Background: an optimization exercise with open tools, aiming at small area, a short achievable clock period and few clock cycles per item. Do not read the settings as production practice.
No functional check of the RTL was part of any run shown here.

## flow/design.v (module list and top-level ports; edited modules follow where they fit)
// module circ: 4261 lines
// module fa: 6 lines
// module cellp: 8 lines
// module celln: 8 lines
// module ha: 6 lines
module circ(clk, reset, pushin, Xin, Rin, pushout, Yout);
  // ...
==> flow/run.sh <==
#!/bin/bash
# synth_recipe.tcl (not shown) runs the flow's synth.tcl, then flattens the netlist and writes it again
# the make line also repeats each setting of config.mk as NAME=value (left out here)
make -C /OpenROAD-flow-scripts/flow DESIGN_CONFIG=/design/flow/config.mk WORK_HOME=/design/flow/orfs CLKGATE_MAP_FILE= SYNTH_SCRIPT=/design/flow/synth_recipe.tcl finish
==> flow/config.mk <==
export PLATFORM = sky130hd
export DESIGN_NAME = circ
export DESIGN_NICKNAME = circ
export VERILOG_FILES = /design/flow/design.v
export SDC_FILE = /design/flow/constraint.sdc
export NUM_CORES = 4
export LEC_CHECK = 0
export ABC_AREA = 1
export CAP_MARGIN = 20
export CORE_MARGIN = 2
export CORE_UTILIZATION = 40
export SLEW_MARGIN = 20
export SYNTH_HIERARCHICAL = 1
export SYNTH_MINIMUM_KEEP_SIZE = 0
==> flow/constraint.sdc <==
create_clock -name core_clock -period 80.0 [get_ports {clk}]
set_input_delay 16.0000 -clock core_clock [delete_from_list [all_inputs] [get_ports {clk}]]
set_output_delay 16.0000 -clock core_clock [all_outputs]
set_load 0.01 [all_outputs]
==> notes.md, run 1 <==
Synthesis:
- In the synthesized netlist, the cells that appear most often are sky130_fd_sc_hd__nand2_1 (968), sky130_fd_sc_hd__fa_1 (552), sky130_fd_sc_hd__inv_1 (529), sky130_fd_sc_hd__ha_1 (387), sky130_fd_sc_hd__nor2_1 (371).
- Of the total synthesized cell area, the portion taken by XOR and XNOR cells is 5.02%.
- The average cell area after synthesis is 8.21 um^2.
- In the synthesized netlist, the number of instances is 4305.

Final layout:
- The non-filler instance count after layout is 5506.
- The most common cell after layout, fill and taps aside is sky130_fd_sc_hd__nand2_1.
- The non-clock buffer share of cell area is 2.91%.
- The fraction of final layout cells with drive strength greater than 1 is 6.96%.
- 3394 cells are multi-input combinational gates.

Worst setup path:
- In this run the number of cells on the critical path is 1.
- The slowest stage cell on the critical path is sky130_fd_sc_hd__clkdlybuf4s50_1.
- The critical path goes through clkdlybuf4s50_1.
- The number of cells on the worst reg-to-reg path is 63.
- The capture instance of the worst register-to-register path is RR6[2].
- The most critical setup path has its startpoint at Y[15].

STA:
- In this run the tightest slew margin relative to its limit is 30.6%.
- The highest clock frequency the design can meet is 57.3 MHz.

Global route:
- The initial antenna violation count came to 2.
- The layer carrying the most global-route usage is met2.

Place:
- The instance area at placement is 37300 um^2.

Detailed routing:
- Once detail routing completed, the nets flagged for antenna violations numbered 0.
- The number of detailed-route iterations in the first pass is 6.

Min path:
- The worst hold path passes through 0 cells.

Clock network:
- In this run the post-CTS setup repair buffer count came out at 0.

Outcome:
- The flow ran to the end and the layout has no timing, DRC or antenna violations.

Floorplanning:
- The number of core rows is 109.
==> inputs of run 2 (changes only) <==
--- a/flow/design.v
+++ b/flow/design.v
@@ -1935,18 +1935,23 @@
   wire y1888 = h1852 ^ g1870;
   wire y1889 = h1854 ^ g1876;
   wire y1890 = h1856 ^ g1878;
   wire y1891 = h1858 ^ g1880;
   wire [8:0] df5 = {1'b0, y1891, y1890, y1889, y1888, y1887, y1886, y1885, y1884};
   wire s5 = g1882;
   wire [6:0] r5 = s5 ? df5[6:0] : t5[6:0];
   wire [5:0] q5 = {q4, s5};
-  wire [8:0] t6 = {r5, dsum[35:34]};
-  wire [8:0] T6 = {1'b0, q5, 2'b01};
+  reg [6:0] RR5;
+  reg [5:0] QQ5;
+  always @(posedge clk) begin RR5 <= r5; QQ5 <= q5; end
+  reg [35:0] DD5;
+  always @(posedge clk) DD5 <= dsum[35:0];
+  wire [8:0] t6 = {RR5, DD5[35:34]};
+  wire [8:0] T6 = {1'b0, QQ5, 2'b01};
   wire g1892 = t6[0] & ~T6[0];
   wire h1893 = t6[0] ^ ~T6[0];
   wire g1894 = t6[1] & ~T6[1];
   wire h1895 = t6[1] ^ ~T6[1];
   wire g1896 = t6[2] & ~T6[2];
   wire h1897 = t6[2] ^ ~T6[2];
   wire g1898 = t6[3] & ~T6[3];
   wire h1899 = t6[3] ^ ~T6[3];
@@ -1994,24 +1999,19 @@
   wire y1941 = h1901 ^ g1921;
   wire y1942 = h1903 ^ g1927;
   wire y1943 = h1905 ^ g1929;
   wire y1944 = h1907 ^ g1931;
   wire y1945 = h1909 ^ g1933;
   wire [9:0] df6 = {1'b0, y1945, y1944, y1943, y1942, y1941, y1940, y1939, y1938, y1937};
   wire s6 = g1935;
   wire [7:0] r6 = s6 ? df6[7:0] : t6[7:0];
-  wire [6:0] q6 = {q5, s6};
-  reg [7:0] RR6;
-  reg [6:0] QQ6;
-  always @(posedge clk) begin RR6 <= r6; QQ6 <= q6; end
-  reg [33:0] DD6;
-  always @(posedge clk) DD6 <= dsum[33:0];
-  wire [9:0] t7 = {RR6, DD6[33:32]};
-  wire [9:0] T7 = {1'b0, QQ6, 2'b01};
+  wire [6:0] q6 = {QQ5, s6};
+  wire [9:0] t7 = {r6, DD5[33:32]};
+  wire [9:0] T7 = {1'b0, q6, 2'b01};
   wire g1946 = t7[0] & ~T7[0];
   wire h1947 = t7[0] ^ ~T7[0];
   wire g1948 = t7[1] & ~T7[1];
   wire h1949 = t7[1] ^ ~T7[1];
   wire g1950 = t7[2] & ~T7[2];
   wire h1951 = t7[2] ^ ~T7[2];
   wire g1952 = t7[3] & ~T7[3];
   wire h1953 = t7[3] ^ ~T7[3];
@@ -2066,18 +2066,18 @@
   wire y2002 = h1957 ^ g1985;
   wire y2003 = h1959 ^ g1987;
   wire y2004 = h1961 ^ g1989;
   wire y2005 = h1963 ^ g1991;
   wire y2006 = h1965 ^ g1993;
   wire [10:0] df7 = {1'b0, y2006, y2005, y2004, y2003, y2002, y2001, y2000, y1999, y1998, y1997};
   wire s7 = g1995;
   wire [8:0] r7 = s7 ? df7[8:0] : t7[8:0];
-  wire [7:0] q7 = {QQ6, s7};
-  wire [10:0] t8 = {r7, DD6[31:30]};
+  wire [7:0] q7 = {q6, s7};
+  wire [10:0] t8 = {r7, DD5[31:30]};
   wire [10:0] T8 = {1'b0, q7, 2'b01};
   wire g2007 = t8[0] & ~T8[0];
   wire h2008 = t8[0] ^ ~T8[0];
   wire g2009 = t8[1] & ~T8[1];
   wire h2010 = t8[1] ^ ~T8[1];
   wire g2011 = t8[2] & ~T8[2];
   wire h2012 = t8[2] ^ ~T8[2];
   wire g2013 = t8[3] & ~T8[3];
@@ -2141,17 +2141,17 @@
   wire y2071 = h2022 ^ g2054;
   wire y2072 = h2024 ^ g2056;
   wire y2073 = h2026 ^ g2058;
   wire y2074 = h2028 ^ g2060;
   wire [11:0] df8 = {1'b0, y2074, y2073, y2072, y2071, y2070, y2069, y2068, y2067, y2066, y2065, y2064};
   wire s8 = g2062;
   wire [9:0] r8 = s8 ? df8[9:0] : t8[9:0];
   wire [8:0] q8 = {q7, s8};
-  wire [11:0] t9 = {r8, DD6[29:28]};
+  wire [11:0] t9 = {r8, DD5[29:28]};
   wire [11:0] T9 = {1'b0, q8, 2'b01};
   wire g2075 = t9[0] & ~T9[0];
   wire h2076 = t9[0] ^ ~T9[0];
   wire g2077 = t9[1] & ~T9[1];
   wire h2078 = t9[1] ^ ~T9[1];
   wire g2079 = t9[2] & ~T9[2];
   wire h2080 = t9[2] ^ ~T9[2];
   wire g2081 = t9[3] & ~T9[3];
@@ -2224,17 +2224,17 @@
   wire y2148 = h2092 ^ g2130;
   wire y2149 = h2094 ^ g2132;
   wire y2150 = h2096 ^ g2134;
   wire y2151 = h2098 ^ g2136;
   wire [12:0] df9 = {1'b0, y2151, y2150, y2149, y2148, y2147, y2146, y2145, y2144, y2143, y2142, y2141, y2140};
   wire s9 = g2138;
   wire [10:0] r9 = s9 ? df9[10:0] : t9[10:0];
   wire [9:0] q9 = {q8, s9};
-  wire [12:0] t10 = {r9, DD6[27:26]};
+  wire [12:0] t10 = {r9, DD5[27:26]};
   wire [12:0] T10 = {1'b0, q9, 2'b01};
   wire g2152 = t10[0] & ~T10[0];
   wire h2153 = t10[0] ^ ~T10[0];
   wire g2154 = t10[1] & ~T10[1];
   wire h2155 = t10[1] ^ ~T10[1];
   wire g2156 = t10[2] & ~T10[2];
   wire h2157 = t10[2] ^ ~T10[2];
   wire g2158 = t10[3] & ~T10[3];
@@ -2314,17 +2314,17 @@
   wire y2232 = h2171 ^ g2213;
   wire y2233 = h2173 ^ g2215;
   wire y2234 = h2175 ^ g2217;
   wire y2235 = h2177 ^ g2219;
   wire [13:0] df10 = {1'b0, y2235, y2234, y2233, y2232, y2231, y2230, y2229, y2228, y2227, y2226, y2225, y2224, y2223};
   wire s10 = g2221;
   wire [11:0] r10 = s10 ? df10[11:0] : t10[11:0];
   wire [10:0] q10 = {q9, s10};
-  wire [13:0] t11 = {r10, DD6[25:24]};
+  wire [13:0] t11 = {r10, DD5[25:24]};
   wire [13:0] T11 = {1'b0, q10, 2'b01};
   wire g2236 = t11[0] & ~T11[0];
   wire h2237 = t11[0] ^ ~T11[0];
   wire g2238 = t11[1] & ~T11[1];
   wire h2239 = t11[1] ^ ~T11[1];
   wire g2240 = t11[2] & ~T11[2];
   wire h2241 = t11[2] ^ ~T11[2];
   wire g2242 = t11[3] & ~T11[3];
@@ -2413,17 +2413,17 @@
   wire y2325 = h2257 ^ g2305;
   wire y2326 = h2259 ^ g2307;
   wire y2327 = h2261 ^ g2309;
   wire y2328 = h2263 ^ g2311;
   wire [14:0] df11 = {1'b0, y2328, y2327, y2326, y2325, y2324, y2323, y2322, y2321, y2320, y2319, y2318, y2317, y2316, y2315};
   wire s11 = g2313;
   wire [12:0] r11 = s11 ? df11[12:0] : t11[12:0];
   wire [11:0] q11 = {q10, s11};
-  wire [14:0] t12 = {r11, DD6[23:22]};
+  wire [14:0] t12 = {r11, DD5[23:22]};
   wire [14:0] T12 = {1'b0, q11, 2'b01};
   wire g2329 = t12[0] & ~T12[0];
   wire h2330 = t12[0] ^ ~T12[0];
   wire g2331 = t12[1] & ~T12[1];
   wire h2332 = t12[1] ^ ~T12[1];
   wire g2333 = t12[2] & ~T12[2];
   wire h2334 = t12[2] ^ ~T12[2];
   wire g2335 = t12[3] & ~T12[3];
@@ -2521,18 +2521,23 @@
   wire y2427 = h2352 ^ g2406;
   wire y2428 = h2354 ^ g2408;
   wire y2429 = h2356 ^ g2410;
   wire y2430 = h2358 ^ g2412;
   wire [15:0] df12 = {1'b0, y2430, y2429, y2428, y2427, y2426, y2425, y2424, y2423, y2422, y2421, y2420, y2419, y2418, y2417, y2416};
   wire s12 = g2414;
   wire [13:0] r12 = s12 ? df12[13:0] : t12[13:0];
   wire [12:0] q12 = {q11, s12};
-  wire [15:0] t13 = {r12, DD6[21:20]};
-  wire [15:0] T13 = {1'b0, q12, 2'b01};
+  reg [13:0] RR12;
+  reg [12:0] QQ12;
+  always @(posedge clk) begin RR12 <= r12; QQ12 <= q12; end
+  reg [21:0] DD12;
+  always @(posedge clk) DD12 <= DD5[21:0];
+  wire [15:0] t13 = {RR12, DD12[21:20]};
+  wire [15:0] T13 = {1'b0, QQ12, 2'b01};
   wire g2431 = t13[0] & ~T13[0];
   wire h2432 = t13[0] ^ ~T13[0];
   wire g2433 = t13[1] & ~T13[1];
   wire h2434 = t13[1] ^ ~T13[1];
   wire g2435 = t13[2] & ~T13[2];
   wire h2436 = t13[2] ^ ~T13[2];
   wire g2437 = t13[3] & ~T13[3];
   wire h2438 = t13[3] ^ ~T13[3];
@@ -2639,24 +2644,19 @@
   wire y2539 = h2454 ^ g2516;
   wire y2540 = h2456 ^ g2518;
   wire y2541 = h2458 ^ g2520;
   wire y2542 = h2460 ^ g2522;
   wire y2543 = h2462 ^ g2524;
   wire [16:0] df13 = {1'b0, y2543, y2542, y2541, y2540, y2539, y2538, y2537, y2536, y2535, y2534, y2533, y2532, y2531, y2530, y2529, y2528};
   wire s13 = g2526;
   wire [14:0] r13 = s13 ? df13[14:0] : t13[14:0];
-  wire [13:0] q13 = {q12, s13};
-  reg [14:0] RR13;
-  reg [13:0] QQ13;
-  always @(posedge clk) begin RR13 <= r13; QQ13 <= q13; end
-  reg [19:0] DD13;
-  always @(posedge clk) DD13 <= DD6[19:0];
-  wire [16:0] t14 = {RR13, DD13[19:18]};
-  wire [16:0] T14 = {1'b0, QQ13, 2'b01};
+  wire [13:0] q13 = {QQ12, s13};
+  wire [16:0] t14 = {r13, DD12[19:18]};
+  wire [16:0] T14 = {1'b0, q13, 2'b01};
   wire g2544 = t14[0] & ~T14[0];
   wire h2545 = t14[0] ^ ~T14[0];
   wire g2546 = t14[1] & ~T14[1];
   wire h2547 = t14[1] ^ ~T14[1];
   wire g2548 = t14[2] & ~T14[2];
   wire h2549 = t14[2] ^ ~T14[2];
   wire g2550 = t14[3] & ~T14[3];
   wire h2551 = t14[3] ^ ~T14[3];
@@ -2768,18 +2768,18 @@
   wire y2657 = h2569 ^ g2633;
   wire y2658 = h2571 ^ g2635;
   wire y2659 = h2573 ^ g2637;
   wire y2660 = h2575 ^ g2639;
   wire y2661 = h2577 ^ g2641;
   wire [17:0] df14 = {1'b0, y2661, y2660, y2659, y2658, y2657, y2656, y2655, y2654, y2653, y2652, y2651, y2650, y2649, y2648, y2647, y2646, y2645};
   wire s14 = g2643;
   wire [15:0] r14 = s14 ? df14[15:0] : t14[15:0];
-  wire [14:0] q14 = {QQ13, s14};
-  wire [17:0] t15 = {r14, DD13[17:16]};
+  wire [14:0] q14 = {q13, s14};
+  wire [17:0] t15 = {r14, DD12[17:16]};
   wire [17:0] T15 = {1'b0, q14, 2'b01};
   wire g2662 = t15[0] & ~T15[0];
   wire h2663 = t15[0] ^ ~T15[0];
   wire g2664 = t15[1] & ~T15[1];
   wire h2665 = t15[1] ^ ~T15[1];
   wire g2666 = t15[2] & ~T15[2];
   wire h2667 = t15[2] ^ ~T15[2];
   wire g2668 = t15[3] & ~T15[3];
@@ -2900,17 +2900,17 @@
   wire y2783 = h2691 ^ g2759;
   wire y2784 = h2693 ^ g2761;
   wire y2785 = h2695 ^ g2763;
   wire y2786 = h2697 ^ g2765;
   wire [18:0] df15 = {1'b0, y2786, y2785, y2784, y2783, y2782, y2781, y2780, y2779, y2778, y2777, y2776, y2775, y2774, y2773, y2772, y2771, y2770, y2769};
   wire s15 = g2767;
   wire [16:0] r15 = s15 ? df15[16:0] : t15[16:0];
   wire [15:0] q15 = {q14, s15};
-  wire [18:0] t16 = {r15, DD13[15:14]};
+  wire [18:0] t16 = {r15, DD12[15:14]};
   wire [18:0] T16 = {1'b0, q15, 2'b01};
   wire g2787 = t16[0] & ~T16[0];
   wire h2788 = t16[0] ^ ~T16[0];
   wire g2789 = t16[1] & ~T16[1];
   wire h2790 = t16[1] ^ ~T16[1];
   wire g2791 = t16[2] & ~T16[2];
   wire h2792 = t16[2] ^ ~T16[2];
   wire g2793 = t16[3] & ~T16[3];
@@ -3038,17 +3038,17 @@
   wire y2915 = h2818 ^ g2890;
   wire y2916 = h2820 ^ g2892;
   wire y2917 = h2822 ^ g2894;
   wire y2918 = h2824 ^ g2896;
   wire [19:0] df16 = {1'b0, y2918, y2917, y2916, y2915, y2914, y2913, y2912, y2911, y2910, y2909, y2908, y2907, y2906, y2905, y2904, y2903, y2902, y2901, y2900};
   wire s16 = g2898;
   wire [17:0] r16 = s16 ? df16[17:0] : t16[17:0];
   wire [16:0] q16 = {q15, s16};
-  wire [19:0] t17 = {r16, DD13[13:12]};
+  wire [19:0] t17 = {r16, DD12[13:12]};
   wire [19:0] T17 = {1'b0, q16, 2'b01};
   wire g2919 = t17[0] & ~T17[0];
   wire h2920 = t17[0] ^ ~T17[0];
   wire g2921 = t17[1] & ~T17[1];
   wire h2922 = t17[1] ^ ~T17[1];
   wire g2923 = t17[2] & ~T17[2];
   wire h2924 = t17[2] ^ ~T17[2];
   wire g2925 = t17[3] & ~T17[3];
@@ -3185,17 +3185,17 @@
   wire y3056 = h2952 ^ g3030;
   wire y3057 = h2954 ^ g3032;
   wire y3058 = h2956 ^ g3034;
   wire y3059 = h2958 ^ g3036;
   wire [20:0] df17 = {1'b0, y3059, y3058, y3057, y3056, y3055, y3054, y3053, y3052, y3051, y3050, y3049, y3048, y3047, y3046, y3045, y3044, y3043, y3042, y3041, y3040};
   wire s17 = g3038;
   wire [18:0] r17 = s17 ? df17[18:0] : t17[18:0];
   wire [17:0] q17 = {q16, s17};
-  wire [20:0] t18 = {r17, DD13[11:10]};
+  wire [20:0] t18 = {r17, DD12[11:10]};
   wire [20:0] T18 = {1'b0, q17, 2'b01};
   wire g3060 = t18[0] & ~T18[0];
   wire h3061 = t18[0] ^ ~T18[0];
   wire g3062 = t18[1] & ~T18[1];
   wire h3063 = t18[1] ^ ~T18[1];
   wire g3064 = t18[2] & ~T18[2];
   wire h3065 = t18[2] ^ ~T18[2];
   wire g3066 = t18[3] & ~T18[3];
@@ -3343,17 +3343,17 @@
   wire [21:0] df18 = {1'b0, y3207, y3206, y3205, y3204, y3203, y3202, y3201, y3200, y3199, y3198, y3197, y3196, y3195, y3194, y3193, y3192, y3191, y3190, y3189, y3188, y3187};
   wire s18 = g3185;
   wire [19:0] r18 = s18 ? df18[19:0] : t18[19:0];
   wire [18:0] q18 = {q17, s18};
   reg [19:0] RR18;
   reg [18:0] QQ18;
   always @(posedge clk) begin RR18 <= r18; QQ18 <= q18; end
   reg [9:0] DD18;
-  always @(posedge clk) DD18 <= DD13[9:0];
+  always @(posedge clk) DD18 <= DD12[9:0];
   wire [21:0] t19 = {RR18, DD18[9:8]};
   wire [21:0] T19 = {1'b0, QQ18, 2'b01};
   wire g3208 = t19[0] & ~T19[0];
   wire h3209 = t19[0] ^ ~T19[0];
   wire g3210 = t19[1] & ~T19[1];
   wire h3211 = t19[1] ^ ~T19[1];
   wire g3212 = t19[2] & ~T19[2];
   wire h3213 = t19[2] ^ ~T19[2];
==> run 2 against run 1 <==
Final area rose by 0.27%. Sequential share of layout area barely moved. Routed wire length rose by 2.4%. Sequential cell count did not move. Critical endpoint is now pushout. Non-clock buffer count rose by 2. Synthesized cell count fell by 0.70%. Core utilization rose by 0.050 points. Critical path depth did not move. Largest cell class unchanged. Highest routed layer unchanged. Count of clock-buffer cells in the layout rose by 1. Global-route usage rose by 0.54 points.
==> notes.md, run 2 <==
Outcome:
- Outcome: complete, no violations (unchanged).

STA:
- The number of failing hold endpoints at the final stage is 0 (unchanged).
- The pin slew with the least headroom to its limit came to 969 ps (was 1030 ps).
- The number of setup violations in the final report was 0 (unchanged).
- The remaining max-slew budget at the tightest pin was 35.0% (was 30.6%).
- The total negative slack for setup checks was 0 ps (unchanged).
- Setup repair after global routing missed its margin: no (unchanged).
- The final clock skew is 35.6 ps (was 24.8 ps).
- The worst hold margin was 324 ps (was 313 ps).
- The share of the cycle needed by the critical path after routing was 21.9% (was 21.8%).
- The minimum clock period came to 17490 ps (was 17450 ps).
- The worst-case setup margin in the final layout is 62510 ps (was 62550 ps).
- The number of pins with negative max-slew slack in the final report is 0 (unchanged).
- The highest clock frequency the design can meet is 57.2 MHz (was 57.3 MHz).

Synthesis:
- The total of flip-flops plus latches after synthesis is 224 (unchanged).
- The most instantiated library cell after synthesis is sky130_fd_sc_hd__nand2_1 (unchanged).
- The area share of and/or/nand/nor cells after synthesis is 20.3% (was 20.5%).
- The proportion of synthesized chip area in sequential cells is 12.7% (was 12.8%).
- The post-synthesis async set-or-reset flop share was 2.23% (unchanged).
- The net count after synthesis is 5265 (was 5295).
- The number of synthesized flops with an enable pin came to 0 (unchanged).
- The post-synthesis share of cell area spent on full adders, half adders and majority gates was 44.8% (was 45.0%).
- Main area contributors after synthesis: sky130_fd_sc_hd__fa_1 (31%), sky130_fd_sc_hd__ha_1 (14%), sky130_fd_sc_hd__dfxtp_1 (12%) (unchanged).
- The post-synthesis share of cell area spent on xor and xnor gates is 5.11% (was 5.02%).
- The combinational family with the most area after synthesis was adder cells (unchanged).
- The area share of the leading cell type in the synthesized netlist is 31.2% (was 31.3%).
- The average cell area after synthesis was 8.29 um^2 (was 8.21 um^2).
- The compound-gate portion of the synthesized area was 9.25% (was 9.11%).
- The multiplexer fraction of the synthesized cell area was 0.0565% (was 0.170%).
- The cell area after synthesis is 35400 um^2 (was 35300 um^2).
- The synthesis warning total is 7 (unchanged).
- The most area-hungry cell type in the Yosys netlist is sky130_fd_sc_hd__fa_1 (unchanged).
- Most numerous cell types in the synthesized netlist: sky130_fd_sc_hd__nand2_1 (920), sky130_fd_sc_hd__fa_1 (552), sky130_fd_sc_hd__inv_1 (524), sky130_fd_sc_hd__ha_1 (387), sky130_fd_sc_hd__nor2_1 (379) (was sky130_fd_sc_hd__nand2_1 (968), sky130_fd_sc_hd__fa_1 (552), sky130_fd_sc_hd__inv_1 (529), sky130_fd_sc_hd__ha_1 (387), sky130_fd_sc_hd__nor2_1 (371)).
- The number of different library cells in the post-synthesis netlist is 70 (unchanged).
- The number of cells produced by synthesis came to 4275 (was 4305).
- The commonest register cell after synthesis is sky130_fd_sc_hd__dfxtp_1 (unchanged).

Clock network:
- The buffer cell driving the clock tree root is sky130_fd_sc_hd__clkbuf_16 (unchanged).
- The total clock buffers created by CTS is 30 (was 28).
- The number of buffers inserted to repair setup after CTS came to 0 (unchanged).
- The hold buffer count at CTS came to 0 (unchanged).
- The register clock-pin slew on the reported worst setup and hold paths came to 50 ps (was 70 ps).
- The clock tree buffer depth came to 3 (unchanged).
- The number of H-tree levels came to 1 (unchanged).
- The CTS tree is built (unchanged).
- The source-to-sink clock delay at the later pin of the worst-skew pair is 640 ps (was 610 ps).
- The count of instances resized after the clock tree is built is 0 (unchanged).
- The count of clock tree sinks was 224 (unchanged).

Floorplanning:
- The die height came to 302 um (was 301 um).
- The total core area is 88100 um^2 (was 88000 um^2).
- The horizontal die dimension is 302 um (was 301 um).
- The I/O pin count is 76 (unchanged).
- The area of the die is 91000 um^2 (was 90800 um^2).
- The number of core rows is 109 (unchanged).
- The starting density of the core is 40.2% (about the same).

Flow run:
- The number of max-cap violations is 0 (unchanged).

Final layout:
- The diode insertion count for antenna repair is 0 (was 1).
- The most common cell after layout, fill and taps aside is sky130_fd_sc_hd__nand2_1 (unchanged).
- The final net count was 5284 (was 5308).
- Top library cells by usage in the layout, fill and taps aside: sky130_fd_sc_hd__nand2_1 (920), sky130_fd_sc_hd__fa_1 (552), sky130_fd_sc_hd__inv_1 (524), sky130_fd_sc_hd__ha_1 (387), sky130_fd_sc_hd__nor2_1 (379) (was sky130_fd_sc_hd__nand2_1 (968), sky130_fd_sc_hd__fa_1 (552), sky130_fd_sc_hd__inv_1 (528), sky130_fd_sc_hd__ha_1 (387), sky130_fd_sc_hd__nor2_1 (371)).
- The number of flip-flops under the largest register name is 36 (was 34).
- The utilization after layout was 43.7% (was 43.6%).
- The fraction of final layout cells with drive strength greater than 1 came to 7.74% (was 6.96%).
- The area growth from synthesis to layout was 8.57% (about the same).
- The largest register by flop count is DD5 (was DD6).

Worst setup path:
- The data arrival time of the critical path was 1490 ps (was 1450 ps).
- The kind of end point of the critical path is an output pin (unchanged).
- Cell breakdown of the critical path: clkdlybuf4s50_1 (unchanged).
- The launching point of the worst reg2reg path is QQ12[7] (was X[19]).
- The setup slack of the most critical reg-to-reg path is 65660 ps (was 65960 ps).
- The start point of the critical path is v[4] (was Y[15]).
- The worst setup path category is flop to output pin (unchanged).
- The cell family with the largest share of critical-path delay is buffers and inverters (unchanged).
- The required time at the worst-slack endpoint is 64000 ps (about the same).
- The capturing element of the worst setup path is pushout (was Yout[15]).
- The length in cells of the worst reg-to-reg path was 67 (was 63).
- The path length in cells of the critical path is 1 (unchanged).
- The critical-path maximum fanout was 1 (unchanged).
- The capture instance of the worst register-to-register path is RR18[13] (was RR6[2]).
- The startpoint class of the critical path is a flop (unchanged).
- The slowest stage cell on the critical path is sky130_fd_sc_hd__clkdlybuf4s50_1 (unchanged).
- The delay contributed by the slowest stage of the critical path is 530 ps (about the same).
- The buffers plus inverters on the worst setup path was 1 (unchanged).

Place:
- The post-placement setup slack is 63170 ps (was 63180 ps).
- The count of buffers from port buffering is 75 (unchanged).
- The total half-perimeter wirelength after legalization and detailed placement is 71600 um (was 70200 um).
- The global placement routability congestion came to 0.852 (was 0.879).

Detailed routing:
- The wire length reported by the detailed router is 95000 um (was 92800 um).
- The post-detailed-route count of antenna-violating nets is 0 (unchanged).
- The number of violations reported at the end of detailed-routing iteration 0 is 1656 (was 1357).
- The average wire per cell in the routed design is 17.3 um (was 16.9 um).
- The detailed-route vias per instance was 5.14 (about the same).
- The count of unresolved DRC violations after routing is 0 (unchanged).
- The number of detailed-route iterations in the first pass is 5 (was 6).
- The total vias in the final route came to 28156 (was 28280).

Global route:
- The initial antenna violation count is 1 (was 2).
- The first-pass GRT wire length is 154000 um (was 151000 um).
- The pin count of the biggest net entering global routing is 39 (was 38).
- The via count of the first global-routing pass is 29007 (was 28932).
- The total global routing track utilization came to 21.3% (was 20.7%).
- The final global-route overflow total is 0 (unchanged).

Min path:
- The path category of the worst min-delay check is flop to flop (unchanged).
[run 2: cell types whose count changed in the layout (fill, tap and decap cells not counted), sizes merged, moves of 5 or more]
cell    delta
a21oi     -20
nand2     -36
nand3     -12
nand3b     -5
nor2       +6
o211ai     +6
o21a       -8
o21ai     +25
[run 2: routing by layer]
layer | GRT usage [%] | wire length, um
met5 | 0 | 0
met3 | 3.24 | 5640
met1 | 27.4 | 41000
met2 | 36.6 | 45100
met4 | 6.58 | 3190
[run 2: cell families (layout without fill, tap and decap cells)]
| kind of cell | count (synthesis) | after routing |
|---|---|---|
| and+or+nand+nor | 1639 | 1639 |
| adders and majority gates | 939 | 939 |
| buffers and inverters | 685 | 726 |
| DFF | 224 | 224 |
| AOI/OAI and AO/OA | 580 | 580 |
| muxes | 2 | 2 |
| xor gates and xnor gates | 206 | 206 |
[run 2: metrics by stage]
stage	cell area (um^2)	instances
global route	38500	5481
finish	38500	5481
detailed placement	37400	5427
global placement	37400	5427
floorplan	35400	4275
CTS	38500	5481
[run 2: Yosys stat by module, one instance, submodules excluded]
module | copies in the design | flops+latches | cells
circ | 1 | 224 | 3743
fa | 508 | 0 | 1
ha | 24 | 0 | 1
[run 2: layout make-up]
cell class	count	area [um^2]
Clock inverter	19	300
Multi-Input combinational cell	3366	28200
Fill cell	8747	49600
Inverter	546	2060
Timing Repair Buffer	126	1130
Sequential cell	224	4510
Clock buffer	35	810
Tap cell	1165	1460
[run 2: how the worst min path moves through the flow]
stage	end	depth (start not counted)	from	slack [ps]
CTS	DD12[16]	0	DD5[16]	330
finish	DD12[17]	0	DD5[17]	320
detailed placement	DD12[16]	0	DD5[16]	310
global route	DD12[16]	0	DD5[16]	330
global placement	DD12[5]	0	DD5[5]	310
floorplan	DD12[0]	0	DD5[0]	310

[port drivers added, routing unchanged]
Ports are ideal in the flow. The routed layouts listed here were re-timed in OpenROAD.
Step 1: set_driving_cell puts a clkbuf_16 on clk and a buf_2 on each other input, an assumption about the parent block.
Step 2 times the ports against the registers' clock, not the clock port: input delays grow and output delays shrink by t, the midpoint of the rising clock arrivals with the driver on.
Three values: no drivers, after step 1, after step 2; two values: the first two.
run | t (ns) | setup WS [ns] | worst slew at a driven data input, ns | cell pins on the clock port's net
run 1 | 0.667 | 62.550 / 62.484 / 63.152 | 0.03 | 1
run 2 | 0.692 | 62.514 / 62.444 / 63.136 | 0.03 | 1
After both steps setup and hold are still met in every run listed.
